Context: an optimization exercise on an open-source flow, tuned for small area, a short achievable clock period and few clock cycles per item. The choices shown serve that exercise and are no tape-out recipe. No run shown here included a check of the RTL's function; only the layout flow was run. Power is estimated from default activity; no workload was simulated.

==> flow/design.v, too long to show whole: its modules and the start of the top module <==
// module sram22_64x32m4w8: 20 lines
// module dot_product: 1503 lines
module dot_product #(
  parameter ADDR_WIDTH = 5,
  parameter WIDTH = 32
) (
  input clk,
  input rst,
  input [ADDR_WIDTH:0] len,
  input [WIDTH-1:0] a_data,
  input a_valid,
  output reg a_ready,
  input [WIDTH-1:0] b_data,
  input b_valid,
  output reg b_ready,
  output [WIDTH-1:0] c_data,
  output reg c_valid,
  input c_ready
);
  // ...
==> flow/flow/run.sh <==
#!/bin/bash
# Own layout flow: the standard layout (standard synthesis, floorplan,
# placement, CTS, routing) run through standard.sh, with extra make settings
# read from flow/make_args.txt (one VAR=value per line). They set how hard
# timing repair works (a setup slack margin, so that repair keeps shortening
# the critical paths after the 10 ns clock is met) and which buffer cell
# buffers the ports. The design's clock and I/O constraints are unchanged.
# make's full output goes to flow_make.log here; each ORFS step also keeps
# its own log under orfs/logs/.
set -euo pipefail
cd "$(dirname "$0")/.."
args=()
while IFS= read -r line || [[ -n "$line" ]]; do
  [[ -z "$line" || "$line" == \#* ]] && continue
  args+=("$line")
done < flow/make_args.txt
bash standard.sh "${args[@]}" finish > flow_make.log 2>&1
==> flow/flow/make_args.txt <==
SETUP_SLACK_MARGIN=6.6
BUFFER_PORTS_ARGS=-buffer_cell sky130_fd_sc_hd__buf_2
==> flow/standard.sh <==
#!/bin/bash
# synth_recipe.tcl (not shown) runs the flow's synth.tcl, then flattens the netlist and writes it again
# the make line also repeats each setting of config.mk as NAME=value (left out here)
make -C /OpenROAD-flow-scripts/flow DESIGN_CONFIG=/design/flow/config.mk WORK_HOME=/design/flow/orfs CLKGATE_MAP_FILE= SYNTH_SCRIPT=/design/flow/synth_recipe.tcl "${@:-finish}"
==> flow/config.mk <==
export PLATFORM = sky130hd
export DESIGN_NAME = dot_product
export DESIGN_NICKNAME = dot_product
export VERILOG_FILES = /design/flow/design.v
export SDC_FILE = /design/flow/constraint.sdc
export NUM_CORES = 4
export LEC_CHECK = 0
export CAP_MARGIN = 5
export CORE_MARGIN = 2
export CORE_UTILIZATION = 40
export PLACE_DENSITY = 0.6
export SLEW_MARGIN = 5
==> flow/constraint.sdc <==
create_clock -name core_clock -period 10.0 [get_ports {clk}]
set_input_delay 2.0000 -clock core_clock [delete_from_list [all_inputs] [get_ports {clk}]]
set_output_delay 2.0000 -clock core_clock [all_outputs]
set_load 0.01 [all_outputs]
==> metrics.md, run 1 <==
| Metric | Value |
|---|---|
| Status | timing/DRC/antenna clean |
| Largest family of logic cells by synthesized area | XOR/XNOR gates |
| Cell Rows | 84 |
| DRT iter0 DRCs | around 1300 |
| Critical path's largest stage delay | approximately 0.36 ns |
| Layout clock area frac | 0.0369 |
| Number of diodes | 0 |
| Wl on met1 | approximately 25 mm |
| Inverter count | 33 |
| Clock network power | between 900 and 1000 uW |
| Int Pwr | roughly 4900 uW |
| VDD IR max | roughly 180 uV |
| Initial antenna violation count | 0 |
| Number of vias per cell | around 5.5 |
| P&R area growth vs syn | 16.6% |
| Critical Path Slowest Stage Cell | dfxtp_4 |
| Cell Area, Synth | between 0.02 and 0.025 mm^2 |
| P_leak | a little under 0.009 uW |
| Highest metal layer with signal wires | met4 |
| Setup bufs post-CTS | 82 |
| Wire per inst | ~19 um |
| Clk sinks | about 220 |
| Fin area | ~0.025 mm^2 |
| Initial Utilization | 0.402 |
| Simple-Gate Fraction of Synth Area | 0.0940 |
| Ys Warns | 1 |
| Vert. Die Dim | around 230 um |
| Compound-Gate Fraction of Synth Area | 0.160 |
| Hold Crit Class | flip-flop to flip-flop |
| Clk_buf instances | 35 |
| WP buf/inv | 1 |
| Final Hold Fails | 0 |
| CP Launch Type | flip-flop |
| GPL Wtd Cong | between 0.8 and 0.9 |
| Die footprint | about 0.054 mm^2 |
| Hold Startpoint | n[1] |
| DRC Markers | 0 |
| Total number of vias | approximately 17000 |
==> inputs of run 2 (changes only) <==
--- a/flow/design.v
+++ b/flow/design.v
@@ -1249,253 +1249,268 @@
 wire ys590;
 wire yc591;
 assign ys590 = m_0_0 ^ m_0_1;
 assign yc591 = m_0_0 & m_0_1;
 wire ys592;
 wire yc593;
 assign ys592 = m_1_0 ^ accg[1];
 assign yc593 = m_1_0 & accg[1];
-wire ys594, yc595, yo596, yp597, yp598, yt599;
-assign yp597 = m_2_0 ^ m_2_1;
-assign yp598 = m_2_2 ^ accg[2];
-assign yt599 = yp597 ^ yp598;
-assign ys594 = yt599 ^ yc593;
-assign yc595 = yt599 ? yc593 : accg[2];
-assign yo596 = yp597 ? m_2_2 : m_2_0;
-wire ys600, yc601, yo602, yp603, yp604, yt605;
-assign yp603 = m_3_0 ^ m_3_1;
-assign yp604 = accg[3] ^ yo596;
-assign yt605 = yp603 ^ yp604;
-assign ys600 = yt605 ^ yc595;
-assign yc601 = yt605 ? yc595 : yo596;
-assign yo602 = yp603 ? accg[3] : m_3_0;
-wire ys606, yc607, yo608, yp609, yp610, yt611;
-assign yp609 = m_4_0 ^ m_4_1;
-assign yp610 = m_4_2 ^ accg[4];
-assign yt611 = yp609 ^ yp610;
-assign ys606 = yt611 ^ yo602;
-assign yc607 = yt611 ? yo602 : accg[4];
-assign yo608 = yp609 ? m_4_2 : m_4_0;
-wire ys612, yc613, yo614, yp615, yp616, yt617;
-assign yp615 = m_5_0 ^ m_5_1;
-assign yp616 = m_5_2 ^ accg[5];
-assign yt617 = yp615 ^ yp616;
-assign ys612 = yt617 ^ yo608;
-assign yc613 = yt617 ? yo608 : accg[5];
-assign yo614 = yp615 ? m_5_2 : m_5_0;
-wire ys618, yc619, yo620, yp621, yp622, yt623;
-assign yp621 = m_6_0 ^ m_6_1;
-assign yp622 = accg[6] ^ yo614;
-assign yt623 = yp621 ^ yp622;
-assign ys618 = yt623 ^ yc613;
-assign yc619 = yt623 ? yc613 : yo614;
-assign yo620 = yp621 ? accg[6] : m_6_0;
-wire ys624, yc625, yo626, yp627, yp628, yt629;
-assign yp627 = m_7_0 ^ m_7_1;
-assign yp628 = accg[7] ^ yo620;
-assign yt629 = yp627 ^ yp628;
-assign ys624 = yt629 ^ yc619;
-assign yc625 = yt629 ? yc619 : yo620;
-assign yo626 = yp627 ? accg[7] : m_7_0;
-wire ys630, yc631, yo632, yp633, yp634, yt635;
-assign yp633 = m_8_0 ^ m_8_1;
-assign yp634 = m_8_2 ^ accg[8];
-assign yt635 = yp633 ^ yp634;
-assign ys630 = yt635 ^ yo626;
-assign yc631 = yt635 ? yo626 : accg[8];
-assign yo632 = yp633 ? m_8_2 : m_8_0;
-wire ys636, yc637, yo638, yp639, yp640, yt641;
-assign yp639 = m_9_0 ^ m_9_1;
-assign yp640 = m_9_2 ^ accg[9];
-assign yt641 = yp639 ^ yp640;
-assign ys636 = yt641 ^ yo632;
-assign yc637 = yt641 ? yo632 : accg[9];
-assign yo638 = yp639 ? m_9_2 : m_9_0;
+wire ys594;
+wire yc595;
+assign ys594 = m_2_0 ^ m_2_1 ^ m_2_2;
+assign yc595 = (m_2_0 & m_2_1) | (m_2_0 & m_2_2) | (m_2_1 & m_2_2);
+wire ys596;
+wire yc597;
+assign ys596 = accg[2] ^ yc593;
+assign yc597 = accg[2] & yc593;
+wire ys598;
+wire yc599;
+assign ys598 = m_3_0 ^ m_3_1 ^ accg[3];
+assign yc599 = (m_3_0 & m_3_1) | (m_3_0 & accg[3]) | (m_3_1 & accg[3]);
+wire ys600;
+wire yc601;
+assign ys600 = yc595 ^ yc597;
+assign yc601 = yc595 & yc597;
+wire ys602, yc603, yo604, yp605, yp606, yt607;
+assign yp605 = m_4_0 ^ m_4_1;
+assign yp606 = m_4_2 ^ accg[4];
+assign yt607 = yp605 ^ yp606;
+assign ys602 = yt607 ^ yc599;
+assign yc603 = yt607 ? yc599 : accg[4];
+assign yo604 = yp605 ? m_4_2 : m_4_0;
+wire ys608, yc609, yo610, yp611, yp612, yt613;
+assign yp611 = m_5_0 ^ m_5_1;
+assign yp612 = m_5_2 ^ accg[5];
+assign yt613 = yp611 ^ yp612;
+assign ys608 = yt613 ^ yo604;
+assign yc609 = yt613 ? yo604 : accg[5];
+assign yo610 = yp611 ? m_5_2 : m_5_0;
+wire ys614;
+wire yc615;
+assign ys614 = m_6_0 ^ m_6_1 ^ accg[6];
+assign yc615 = (m_6_0 & m_6_1) | (m_6_0 & accg[6]) | (m_6_1 & accg[6]);
+wire ys616;
+wire yc617;
+assign ys616 = yo610 ^ ys614;
+assign yc617 = yo610 & ys614;
+wire ys618;
+wire yc619;
+assign ys618 = m_7_0 ^ m_7_1 ^ accg[7];
+assign yc619 = (m_7_0 & m_7_1) | (m_7_0 & accg[7]) | (m_7_1 & accg[7]);
+wire ys620;
+wire yc621;
+assign ys620 = yc615 ^ ys618;
+assign yc621 = yc615 & ys618;
+wire ys622, yc623, yo624, yp625, yp626, yt627;
+assign yp625 = m_8_0 ^ m_8_1;
+assign yp626 = m_8_2 ^ accg[8];
+assign yt627 = yp625 ^ yp626;
+assign ys622 = yt627 ^ yc619;
+assign yc623 = yt627 ? yc619 : accg[8];
+assign yo624 = yp625 ? m_8_2 : m_8_0;
+wire ys628, yc629, yo630, yp631, yp632, yt633;
+assign yp631 = m_9_0 ^ m_9_1;
+assign yp632 = m_9_2 ^ accg[9];
+assign yt633 = yp631 ^ yp632;
+assign ys628 = yt633 ^ yo624;
+assign yc629 = yt633 ? yo624 : accg[9];
+assign yo630 = yp631 ? m_9_2 : m_9_0;
+wire ys634;
+wire yc635;
+assign ys634 = m_10_0 ^ m_10_1 ^ accg[10];
+assign yc635 = (m_10_0 & m_10_1) | (m_10_0 & accg[10]) | (m_10_1 & accg[10]);
+wire ys636;
+wire yc637;
+assign ys636 = yo630 ^ ys634;
+assign yc637 = yo630 & ys634;
+wire ys638;
+wire yc639;
+assign ys638 = m_11_0 ^ m_11_1 ^ accg[11];
+assign yc639 = (m_11_0 & m_11_1) | (m_11_0 & accg[11]) | (m_11_1 & accg[11]);
+wire ys640;
+wire yc641;
+assign ys640 = yc635 ^ ys638;
+assign yc641 = yc635 & ys638;
 wire ys642, yc643, yo644, yp645, yp646, yt647;
-assign yp645 = m_10_0 ^ m_10_1;
-assign yp646 = accg[10] ^ yo638;
+assign yp645 = m_12_0 ^ m_12_1;
+assign yp646 = m_12_2 ^ accg[12];
 assign yt647 = yp645 ^ yp646;
-assign ys642 = yt647 ^ yc637;
-assign yc643 = yt647 ? yc637 : yo638;
-assign yo644 = yp645 ? accg[10] : m_10_0;
+assign ys642 = yt647 ^ yc639;
+assign yc643 = yt647 ? yc639 : accg[12];
+assign yo644 = yp645 ? m_12_2 : m_12_0;
 wire ys648, yc649, yo650, yp651, yp652, yt653;
-assign yp651 = m_11_0 ^ m_11_1;
-assign yp652 = accg[11] ^ yo644;
+assign yp651 = m_13_0 ^ m_13_1;
+assign yp652 = m_13_2 ^ accg[13];
 assign yt653 = yp651 ^ yp652;
-assign ys648 = yt653 ^ yc643;
-assign yc649 = yt653 ? yc643 : yo644;
-assign yo650 = yp651 ? accg[11] : m_11_0;
-wire ys654, yc655, yo656, yp657, yp658, yt659;
-assign yp657 = m_12_0 ^ m_12_1;
-assign yp658 = m_12_2 ^ accg[12];
-assign yt659 = yp657 ^ yp658;
-assign ys654 = yt659 ^ yo650;
-assign yc655 = yt659 ? yo650 : accg[12];
-assign yo656 = yp657 ? m_12_2 : m_12_0;
-wire ys660, yc661, yo662, yp663, yp664, yt665;
-assign yp663 = m_13_0 ^ m_13_1;
-assign yp664 = m_13_2 ^ accg[13];
-assign yt665 = yp663 ^ yp664;
-assign ys660 = yt665 ^ yo656;
-assign yc661 = yt665 ? yo656 : accg[13];
-assign yo662 = yp663 ? m_13_2 : m_13_0;
-wire ys666, yc667, yo668, yp669, yp670, yt671;
-assign yp669 = m_14_0 ^ m_14_1;
-assign yp670 = accg[14] ^ yo662;
-assign yt671 = yp669 ^ yp670;
-assign ys666 = yt671 ^ yc661;
-assign yc667 = yt671 ? yc661 : yo662;
-assign yo668 = yp669 ? accg[14] : m_14_0;
-wire ys672, yc673, yo674, yp675, yp676, yt677;
-assign yp675 = m_15_0 ^ m_15_1;
-assign yp676 = accg[15] ^ yo668;
-assign yt677 = yp675 ^ yp676;
-assign ys672 = yt677 ^ yc667;
-assign yc673 = yt677 ? yc667 : yo668;
-assign yo674 = yp675 ? accg[15] : m_15_0;
-wire ys678, yc679, yo680, yp681, yp682, yt683;
-assign yp681 = m_16_0 ^ m_16_1;
-assign yp682 = m_16_2 ^ accg[16];
-assign yt683 = yp681 ^ yp682;
-assign ys678 = yt683 ^ yo674;
-assign yc679 = yt683 ? yo674 : accg[16];
-assign yo680 = yp681 ? m_16_2 : m_16_0;
-wire ys684, yc685, yo686, yp687, yp688, yt689;
-assign yp687 = m_17_0 ^ m_17_1;
-assign yp688 = m_17_2 ^ accg[17];
-assign yt689 = yp687 ^ yp688;
-assign ys684 = yt689 ^ yo680;
-assign yc685 = yt689 ? yo680 : accg[17];
-assign yo686 = yp687 ? m_17_2 : m_17_0;
-wire ys690, yc691, yo692, yp693, yp694, yt695;
-assign yp693 = m_18_0 ^ m_18_1;
-assign yp694 = accg[18] ^ yo686;
-assign yt695 = yp693 ^ yp694;
-assign ys690 = yt695 ^ yc685;
-assign yc691 = yt695 ? yc685 : yo686;
-assign yo692 = yp693 ? accg[18] : m_18_0;
-wire ys696, yc697, yo698, yp699, yp700, yt701;
-assign yp699 = m_19_0 ^ m_19_1;
-assign yp700 = accg[19] ^ yo692;
-assign yt701 = yp699 ^ yp700;
-assign ys696 = yt701 ^ yc691;
-assign yc697 = yt701 ? yc691 : yo692;
-assign yo698 = yp699 ? accg[19] : m_19_0;
+assign ys648 = yt653 ^ yo644;
+assign yc649 = yt653 ? yo644 : accg[13];
+assign yo650 = yp651 ? m_13_2 : m_13_0;
+wire ys654;
+wire yc655;
+assign ys654 = m_14_0 ^ m_14_1 ^ accg[14];
+assign yc655 = (m_14_0 & m_14_1) | (m_14_0 & accg[14]) | (m_14_1 & accg[14]);
+wire ys656;
+wire yc657;
+assign ys656 = yo650 ^ ys654;
+assign yc657 = yo650 & ys654;
+wire ys658;
+wire yc659;
+assign ys658 = m_15_0 ^ m_15_1 ^ accg[15];
+assign yc659 = (m_15_0 & m_15_1) | (m_15_0 & accg[15]) | (m_15_1 & accg[15]);
+wire ys660;
+wire yc661;
+assign ys660 = yc655 ^ ys658;
+assign yc661 = yc655 & ys658;
+wire ys662, yc663, yo664, yp665, yp666, yt667;
+assign yp665 = m_16_0 ^ m_16_1;
+assign yp666 = m_16_2 ^ accg[16];
+assign yt667 = yp665 ^ yp666;
+assign ys662 = yt667 ^ yc659;
+assign yc663 = yt667 ? yc659 : accg[16];
+assign yo664 = yp665 ? m_16_2 : m_16_0;
+wire ys668, yc669, yo670, yp671, yp672, yt673;
+assign yp671 = m_17_0 ^ m_17_1;
+assign yp672 = m_17_2 ^ accg[17];
+assign yt673 = yp671 ^ yp672;
+assign ys668 = yt673 ^ yo664;
+assign yc669 = yt673 ? yo664 : accg[17];
+assign yo670 = yp671 ? m_17_2 : m_17_0;
+wire ys674;
+wire yc675;
+assign ys674 = m_18_0 ^ m_18_1 ^ accg[18];
+assign yc675 = (m_18_0 & m_18_1) | (m_18_0 & accg[18]) | (m_18_1 & accg[18]);
+wire ys676;
+wire yc677;
+assign ys676 = yo670 ^ ys674;
+assign yc677 = yo670 & ys674;
+wire ys678;
+wire yc679;
+assign ys678 = m_19_0 ^ m_19_1 ^ accg[19];
+assign yc679 = (m_19_0 & m_19_1) | (m_19_0 & accg[19]) | (m_19_1 & accg[19]);
+wire ys680;
+wire yc681;
+assign ys680 = yc675 ^ ys678;
+assign yc681 = yc675 & ys678;
+wire ys682, yc683, yo684, yp685, yp686, yt687;
+assign yp685 = m_20_0 ^ m_20_1;
+assign yp686 = m_20_2 ^ accg[20];
+assign yt687 = yp685 ^ yp686;
+assign ys682 = yt687 ^ yc679;
+assign yc683 = yt687 ? yc679 : accg[20];
+assign yo684 = yp685 ? m_20_2 : m_20_0;
+wire ys688, yc689, yo690, yp691, yp692, yt693;
+assign yp691 = m_21_0 ^ m_21_1;
+assign yp692 = m_21_2 ^ accg[21];
+assign yt693 = yp691 ^ yp692;
+assign ys688 = yt693 ^ yo684;
+assign yc689 = yt693 ? yo684 : accg[21];
+assign yo690 = yp691 ? m_21_2 : m_21_0;
+wire ys694;
+wire yc695;
+assign ys694 = m_22_0 ^ m_22_1 ^ accg[22];
+assign yc695 = (m_22_0 & m_22_1) | (m_22_0 & accg[22]) | (m_22_1 & accg[22]);
+wire ys696;
+wire yc697;
+assign ys696 = yo690 ^ ys694;
+assign yc697 = yo690 & ys694;
+wire ys698;
+wire yc699;
+assign ys698 = m_23_0 ^ m_23_1 ^ accg[23];
+assign yc699 = (m_23_0 & m_23_1) | (m_23_0 & accg[23]) | (m_23_1 & accg[23]);
+wire ys700;
+wire yc701;
+assign ys700 = yc695 ^ ys698;
+assign yc701 = yc695 & ys698;
 wire ys702, yc703, yo704, yp705, yp706, yt707;
-assign yp705 = m_20_0 ^ m_20_1;
-assign yp706 = m_20_2 ^ accg[20];
+assign yp705 = m_24_0 ^ m_24_1;
+assign yp706 = m_24_2 ^ accg[24];
 assign yt707 = yp705 ^ yp706;
-assign ys702 = yt707 ^ yo698;
-assign yc703 = yt707 ? yo698 : accg[20];
-assign yo704 = yp705 ? m_20_2 : m_20_0;
+assign ys702 = yt707 ^ yc699;
+assign yc703 = yt707 ? yc699 : accg[24];
+assign yo704 = yp705 ? m_24_2 : m_24_0;
 wire ys708, yc709, yo710, yp711, yp712, yt713;
-assign yp711 = m_21_0 ^ m_21_1;
-assign yp712 = m_21_2 ^ accg[21];
+assign yp711 = m_25_0 ^ m_25_1;
+assign yp712 = m_25_2 ^ accg[25];
 assign yt713 = yp711 ^ yp712;
 assign ys708 = yt713 ^ yo704;
-assign yc709 = yt713 ? yo704 : accg[21];
-assign yo710 = yp711 ? m_21_2 : m_21_0;
-wire ys714, yc715, yo716, yp717, yp718, yt719;
-assign yp717 = m_22_0 ^ m_22_1;
-assign yp718 = accg[22] ^ yo710;
-assign yt719 = yp717 ^ yp718;
-assign ys714 = yt719 ^ yc709;
-assign yc715 = yt719 ? yc709 : yo710;
-assign yo716 = yp717 ? accg[22] : m_22_0;
-wire ys720, yc721, yo722, yp723, yp724, yt725;
-assign yp723 = m_23_0 ^ m_23_1;
-assign yp724 = accg[23] ^ yo716;
-assign yt725 = yp723 ^ yp724;
-assign ys720 = yt725 ^ yc715;
-assign yc721 = yt725 ? yc715 : yo716;
-assign yo722 = yp723 ? accg[23] : m_23_0;
-wire ys726, yc727, yo728, yp729, yp730, yt731;
-assign yp729 = m_24_0 ^ m_24_1;
-assign yp730 = m_24_2 ^ accg[24];
-assign yt731 = yp729 ^ yp730;
-assign ys726 = yt731 ^ yo722;
-assign yc727 = yt731 ? yo722 : accg[24];
-assign yo728 = yp729 ? m_24_2 : m_24_0;
-wire ys732, yc733, yo734, yp735, yp736, yt737;
-assign yp735 = m_25_0 ^ m_25_1;
-assign yp736 = m_25_2 ^ accg[25];
-assign yt737 = yp735 ^ yp736;
-assign ys732 = yt737 ^ yo728;
-assign yc733 = yt737 ? yo728 : accg[25];
-assign yo734 = yp735 ? m_25_2 : m_25_0;
-wire ys738, yc739, yo740, yp741, yp742, yt743;
-assign yp741 = m_26_0 ^ m_26_1;
-assign yp742 = accg[26] ^ yo734;
-assign yt743 = yp741 ^ yp742;
-assign ys738 = yt743 ^ yc733;
-assign yc739 = yt743 ? yc733 : yo734;
-assign yo740 = yp741 ? accg[26] : m_26_0;
-wire ys744, yc745, yo746, yp747, yp748, yt749;
-assign yp747 = m_27_0 ^ m_27_1;
-assign yp748 = accg[27] ^ yo740;
-assign yt749 = yp747 ^ yp748;
-assign ys744 = yt749 ^ yc739;
-assign yc745 = yt749 ? yc739 : yo740;
-assign yo746 = yp747 ? accg[27] : m_27_0;
-wire ys750, yc751, yo752, yp753, yp754, yt755;
-assign yp753 = m_28_0 ^ m_28_1;
-assign yp754 = m_28_2 ^ accg[28];
-assign yt755 = yp753 ^ yp754;
-assign ys750 = yt755 ^ yo746;
-assign yc751 = yt755 ? yo746 : accg[28];
-assign yo752 = yp753 ? m_28_2 : m_28_0;
-wire ys756, yc757, yo758, yp759, yp760, yt761;
-assign yp759 = m_29_0 ^ m_29_1;
-assign yp760 = m_29_2 ^ accg[29];
-assign yt761 = yp759 ^ yp760;
-assign ys756 = yt761 ^ yo752;
-assign yc757 = yt761 ? yo752 : accg[29];
-assign yo758 = yp759 ? m_29_2 : m_29_0;
-wire ys762, yc763, yo764, yp765, yp766, yt767;
-assign yp765 = m_30_0 ^ m_30_1;
-assign yp766 = accg[30] ^ yo758;
-assign yt767 = yp765 ^ yp766;
-assign ys762 = yt767 ^ yc757;
-assign yc763 = yt767 ? yc757 : yo758;
-assign yo764 = yp765 ? accg[30] : m_30_0;
-wire ys768;
-assign ys768 = m_31_0 ^ m_31_1;
-wire ys769;
-assign ys769 = m_31_2 ^ m_31_3;
-wire ys770;
-assign ys770 = m_31_4 ^ m_31_5;
-wire ys771;
-assign ys771 = m_31_6 ^ m_31_7;
-wire ys772;
-assign ys772 = m_31_8 ^ m_31_9;
-wire ys773;
-assign ys773 = m_31_10 ^ m_31_11;
-wire ys774;
-assign ys774 = m_31_12 ^ m_31_13;
-wire ys775;
-assign ys775 = m_31_14 ^ accg[31];
-wire ys776;
-assign ys776 = ys768 ^ ys769;
-wire ys777;
-assign ys777 = ys770 ^ ys771;
-wire ys778;
-assign ys778 = ys772 ^ ys773;
-wire ys779;
-assign ys779 = ys774 ^ ys775;
-wire ys780;
-assign ys780 = ys776 ^ ys777;
-wire ys781;
-assign ys781 = ys778 ^ ys779;
-wire ys782;
-assign ys782 = yo764 ^ ys780;
-wire ys783;
-assign ys783 = ys781 ^ ys782;
-wire [WIDTH-1:0] sx = {ys783, ys762, ys756, ys750, ys744, ys738, ys732, ys726, ys720, ys714, ys708, ys702, ys696, ys690, ys684, ys678, ys672, ys666, ys660, ys654, ys648, ys642, ys636, ys630, ys624, ys618, ys612, ys606, ys600, ys594, yc591, accg[0]};
-wire [WIDTH-1:0] sy = {yc763, 1'b0, yc751, yc745, 1'b0, 1'b0, yc727, yc721, 1'b0, 1'b0, yc703, yc697, 1'b0, 1'b0, yc679, yc673, 1'b0, 1'b0, yc655, yc649, 1'b0, 1'b0, yc631, yc625, 1'b0, 1'b0, yc607, yc601, 1'b0, 1'b0, ys592, ys590};
+assign yc709 = yt713 ? yo704 : accg[25];
+assign yo710 = yp711 ? m_25_2 : m_25_0;
+wire ys714;
+wire yc715;
+assign ys714 = m_26_0 ^ m_26_1 ^ accg[26];
+assign yc715 = (m_26_0 & m_26_1) | (m_26_0 & accg[26]) | (m_26_1 & accg[26]);
+wire ys716;
+wire yc717;
+assign ys716 = yo710 ^ ys714;
+assign yc717 = yo710 & ys714;
+wire ys718;
+wire yc719;
+assign ys718 = m_27_0 ^ m_27_1 ^ accg[27];
+assign yc719 = (m_27_0 & m_27_1) | (m_27_0 & accg[27]) | (m_27_1 & accg[27]);
+wire ys720;
+wire yc721;
+assign ys720 = yc715 ^ ys718;
+assign yc721 = yc715 & ys718;
+wire ys722, yc723, yo724, yp725, yp726, yt727;
+assign yp725 = m_28_0 ^ m_28_1;
+assign yp726 = m_28_2 ^ accg[28];
+assign yt727 = yp725 ^ yp726;
+assign ys722 = yt727 ^ yc719;
+assign yc723 = yt727 ? yc719 : accg[28];
+assign yo724 = yp725 ? m_28_2 : m_28_0;
+wire ys728, yc729, yo730, yp731, yp732, yt733;
+assign yp731 = m_29_0 ^ m_29_1;
+assign yp732 = m_29_2 ^ accg[29];
+assign yt733 = yp731 ^ yp732;
+assign ys728 = yt733 ^ yo724;
+assign yc729 = yt733 ? yo724 : accg[29];
+assign yo730 = yp731 ? m_29_2 : m_29_0;
+wire ys734;
+wire yc735;
+assign ys734 = m_30_0 ^ m_30_1 ^ accg[30];
+assign yc735 = (m_30_0 & m_30_1) | (m_30_0 & accg[30]) | (m_30_1 & accg[30]);
+wire ys736;
+wire yc737;
+assign ys736 = yo730 ^ ys734;
+assign yc737 = yo730 & ys734;
+wire ys738;
+assign ys738 = m_31_0 ^ m_31_1;
+wire ys739;
+assign ys739 = m_31_2 ^ m_31_3;
+wire ys740;
+assign ys740 = m_31_4 ^ m_31_5;
+wire ys741;
+assign ys741 = m_31_6 ^ m_31_7;
+wire ys742;
+assign ys742 = m_31_8 ^ m_31_9;
+wire ys743;
+assign ys743 = m_31_10 ^ m_31_11;
+wire ys744;
+assign ys744 = m_31_12 ^ m_31_13;
+wire ys745;
+assign ys745 = m_31_14 ^ accg[31];
+wire ys746;
+assign ys746 = ys738 ^ ys739;
+wire ys747;
+assign ys747 = ys740 ^ ys741;
+wire ys748;
+assign ys748 = ys742 ^ ys743;
+wire ys749;
+assign ys749 = ys744 ^ ys745;
+wire ys750;
+assign ys750 = yc735 ^ ys746;
+wire ys751;
+assign ys751 = ys747 ^ ys748;
+wire ys752;
+assign ys752 = ys749 ^ ys750;
+wire ys753;
+assign ys753 = ys751 ^ yc737;
+wire [WIDTH-1:0] sx = {ys752, yc729, yc723, ys722, yc717, yc709, yc703, ys702, yc697, yc689, yc683, ys682, yc677, yc669, yc663, ys662, yc657, yc649, yc643, ys642, yc637, yc629, yc623, ys622, yc617, yc609, yc603, ys602, ys598, ys594, yc591, accg[0]};
+wire [WIDTH-1:0] sy = {ys753, ys736, ys728, yc721, ys720, ys716, ys708, yc701, ys700, ys696, ys688, yc681, ys680, ys676, ys668, yc661, ys660, ys656, ys648, yc641, ys640, ys636, ys628, yc621, ys620, ys616, ys608, yc601, ys600, ys596, ys592, ys590};
 wire [WIDTH-1:0] acc_nx = sx + sy;
 always @(posedge clk) begin
   len_r <= len;
   if (rst) begin
     a_full <= 1'b0;
     b_full <= 1'b0;
     a_ready <= 1'b1;
     b_ready <= 1'b1;
==> run 2 against run 1 <==
- fmax is 3.2% lower
- via count is 6.3% lower
- largest power group unchanged
- final cell count is 2.1% lower
- largest cell class unchanged
- count of clock-buffer cells in the layout is 4 lower
- clock power is 2.4% lower
- cell area is 0.84% lower
- critical path type unchanged
==> metrics.md, run 2 <==
| Metric | Value |
|---|---|
| ANT nets after route | 0 |
| Final Hold Fails | 0 (unchanged) |
| Cell Area, Synth | 0.0204 mm^2 (-3.0%) |
| R2R Path End | acc[27] |
| Post-Syn Instances | approximately 2200 |
| First-pass GRT wire length | just under 90 mm |
| DIE WIDTH | between 200 and 250 um |
| Gr ovfl total | 0 |
| Fill cell count | 4677 |
| Worst slew margin | 0.264 |
| Total design power | 8830 uW |
| Kind of critical path | flip-flop to flip-flop |
| Crit path max fanout | 3 |
| Most used cell, CP | a21oi_2 |
| CTS H-tree lvls | 1 |
| Register bit total from synthesis | ~220 |
| Ys Warns | 1 (unchanged) |
| Final Skew | between 0.02 and 0.03 ns |
| Syn_nets | about 2300 |
| Main flop type after synthesis | dfxtp_1 |
| CP endpoint kind | flip-flop |
| Most frequent cells after synthesis | 560 x xnor2_1, 243 x a22oi_1, 143 x dfxtp_1 |
| Ys async rst share | 0 |
| Initial Utilization | 0.406 (+0.00392) |
| Hold Startpoint | n[1] |
| End of the worst hold path | n[1] |
| Critical Path Slowest Stage Cell | fa_2 |
| Critical path's largest stage delay | 0.41 ns (+0.05 ns) |
| Number of diodes | 0 (unchanged) |
| P&R area growth vs syn | 19.3% |
| Vias in the first global route | about 16000 |
| Largest registers | a_r: 32 flops, acc: 32 flops |
| CP Launch Type | flip-flop |
| Commonest non-fill, non-tap cell in the layout | xnor2_1 |
| Core region area | between 0.05 and 0.06 mm^2 |
| Synthesized area per cell | ~9.4 um^2 |
| Max Clk Rate | roughly 290 MHz |
| Cells along the critical path | fa_2, ha_4, ha_4, inv_2, o21bai_1, a21oi_2, o21bai_1, a21oi_2, o31a_1, buf_4, o21a_4, o31a_1, or3_4, a21oi_2 |
| Worst path required time | around 10 ns |
| Cell Rows | 82 (-2.4%) |
| Distinct cells, synth | just under 60 |
| Top-Level Pins | 110 |
| Tmin final | about 3.5 ns |
| RSZ-0062 raised after global routing | yes |
| Arr. time, crit path | 3.96 ns |
| CTS tree | built |
| Root buffer cell | clkbuf_16 |
| Launching point of the worst reg2reg path | m_2_2 |
| Status | timing/DRC/antenna clean |
| Max-cap check violation count | 0 |
| R2r setup slk | between 6 and 7 ns |
| Wire per inst | 18.4 um (-3.1%) |
| Cell family with most CP delay | compound AO/OA/AOI/OAI gates |
| Number of vias per cell | 5.29 (-4.2%) |
| Number of flops mapped to enable cells by yosys | 80 |
| Setup_tns | 0 ns |
| Final Setup Violations | 0 |
| GPL Wtd Cong | 0.870 (+0.26%) |
| Overall routed net length | between 50 and 60 mm |
| Register area share after synthesis | 0.258 |
| Total number of vias | 16200 (-6.3%) |
| WP buf/inv | 2 (+1) |
| Layout cells sized above 1 | 0.236 |
| GRT Total Usage | 0.206 |
| Clk latency of the worst-skew pair | roughly 0.57 ns |
| Maximum number of pins on one net before global-route repair | just under 50 |
| Synth top area share | 0.240 |
| Die footprint | 0.0529 mm^2 (-3.0%) |
| Commonest non-fill, non-tap cells in the layout | 526 x xnor2_1, 229 x a22oi_1, 153 x buf_4 |
| Clk sinks | 223 (unchanged) |
| Hpwl dp | slightly below 40 mm |
| Clock slew at reported path FFs | ~0.060 ns |
| DRT iter0 DRCs | 967 (-25%) |
| Synth area leaders | xnor2_1 24%, dfxtp_1 14%, edfxtp_1 12% |
| VDD IR max | 175 uV (-4.3%) |
| Clock Path Buffers | 3 |
| Nets | about 2500 |
| Initial antenna violation count | 0 (unchanged) |
| Slew Limit Fails | 0 |
| Final period util | 0.349 |
| Power Density | roughly 360 mW/mm^2 |
| Hold Buf Count CTS | 0 |
| Vert. Die Dim | 230 um (-1.5%) |
| Path depth of the worst reg2reg path | 14 |
| DRC Markers | 0 (unchanged) |
| TritonRoute pass-1 iters | 5 |
| Dominant cell type by area after synthesis | xnor2_1 |
| P_leak | 0.00911 uW (+2.8%) |
| Final core area utilization | 0.484 |
| Hold Crit Depth | 2 |
| Worst-margin pin slew | 1.10 ns |
| Num CTS Buffers | 26 |
| Hold Crit Class | flip-flop to flip-flop |
| Cell with the most instances after synthesis | xnor2_1 |
| Port bufs | roughly 110 |
-- run 2: cells by family (layout without fill, tap and decap cells) --
| kind of cell | count (synthesis) | after routing | share of synthesized area |
|---|---|---|---|
| adder cells (fa/ha/maj) | 207 | 207 | 0.119 |
| AO/OA/AOI/OAI | 442 | 442 | 0.153 |
| flip-flops | 223 | 223 | 0.258 |
| multiplexers | 16 | 16 | 0.00827 |
| AND/OR/NAND/NOR | 349 | 349 | 0.0806 |
| XOR/XNOR | 740 | 740 | 0.333 |
| buffers and inverters | 205 | 406 | 0.0480 |
-- run 2: per-stage QoR --
stage / hold slack [ns] / setup WS [ns] / cell area, um^2 / instances
after global placement: 0.499 / 6.00 / 21300 / 2849
after detailed placement: 0.514 / 5.94 / 21300 / 2849
after CTS: 0.522 / 6.55 / 23100 / 2982
after global routing: 0.543 / 6.38 / 24300 / 3055
final: 0.515 / 6.51 / 24300 / 3055
after floorplan: 0.349 / 6.00 / 20400 / 2182
-- run 2: power breakdown --
group | total (uW) | switching, uW | internal [uW]
Combinational | 6490 | 3410 | 3080
Sequential | 1370 | 143 | 1220
Clock | 972 | 398 | 574
-- run 2: worst max-delay path by stage --
stage	end	cells past startpoint	startpoint
2_1_floorplan	b_neg[0]	2	rst
3_3_place_gp	acc[24]	15	m_0_0
3_5_place_dp	m_31_13	12	b_two[2]
4_1_cts	acc[29]	16	m_7_1
5_1_grt	acc[29]	15	acc[1]
6_report	acc[27]	14	m_2_2
-- run 2: cell type report --
type	count	area (um^2)	share of cell area
repair buffers	296	2220	0.0911
flip-flops and latches	223	5270	0.216
inverters	62	233	0.00956
well taps	672	841	0.0345
multi-input cells	1754	14900	0.612
clock inverters	17	181	0.00745
clock buffers	31	694	0.0285
-- run 2: worst register-to-register path, delay by kind of cell, from the launching register on --
family | cells | cell delay (ns)
compound gates | 8 | 1.57
fa+ha+maj | 3 | 0.92
buf+inv | 2 | 0.19
flops | 1 | 0.32
simple gates | 1 | 0.40
-- run 2: timing repair --
action,4_1_cts,5_1_grt
buffers inserted,85,73
pin swaps,27,48
endpoints found under the setup margin,40,26
gates resized for setup,41,119
-- run 2: routing by layer --
layer | up-vias | track usage | share of wire
met4 | 0 | 0.0800 | 0.037
li1 | 7829 | - | -
met5 | - | 0 | 0
met3 | 124 | 0.0284 | 0.047
met2 | 425 | 0.366 | 0.50
met1 | 7796 | 0.252 | 0.42

[static timing again, ports no longer ideal]
No port has a modelled driver above. Below, the same layouts with a new extraction and two added sets of constraints. Step 1: set_driving_cell puts a clkbuf_16 on clk and a buf_2 on each other input, an assumption about the parent block. Step 2 also shifts input and output timing later by t, the mid clock arrival at the registers, as if the neighbouring blocks saw the same clock. Three values: no drivers, after step 1, after step 2; two values: the first two.
run	t, ns	slack for setup (ns)	clock arrival spread, ns
run 1	0.623	6.620 / 6.617 / 6.519	0.026 / 0.025
run 2	0.615	6.507 / 6.507 / 6.507	0.030 / 0.030
After both steps every run listed still meets setup and hold. For run 1, which loses most, drivers alone change the setup slack by -0.003 ns; drivers and shift together by -0.101 ns.
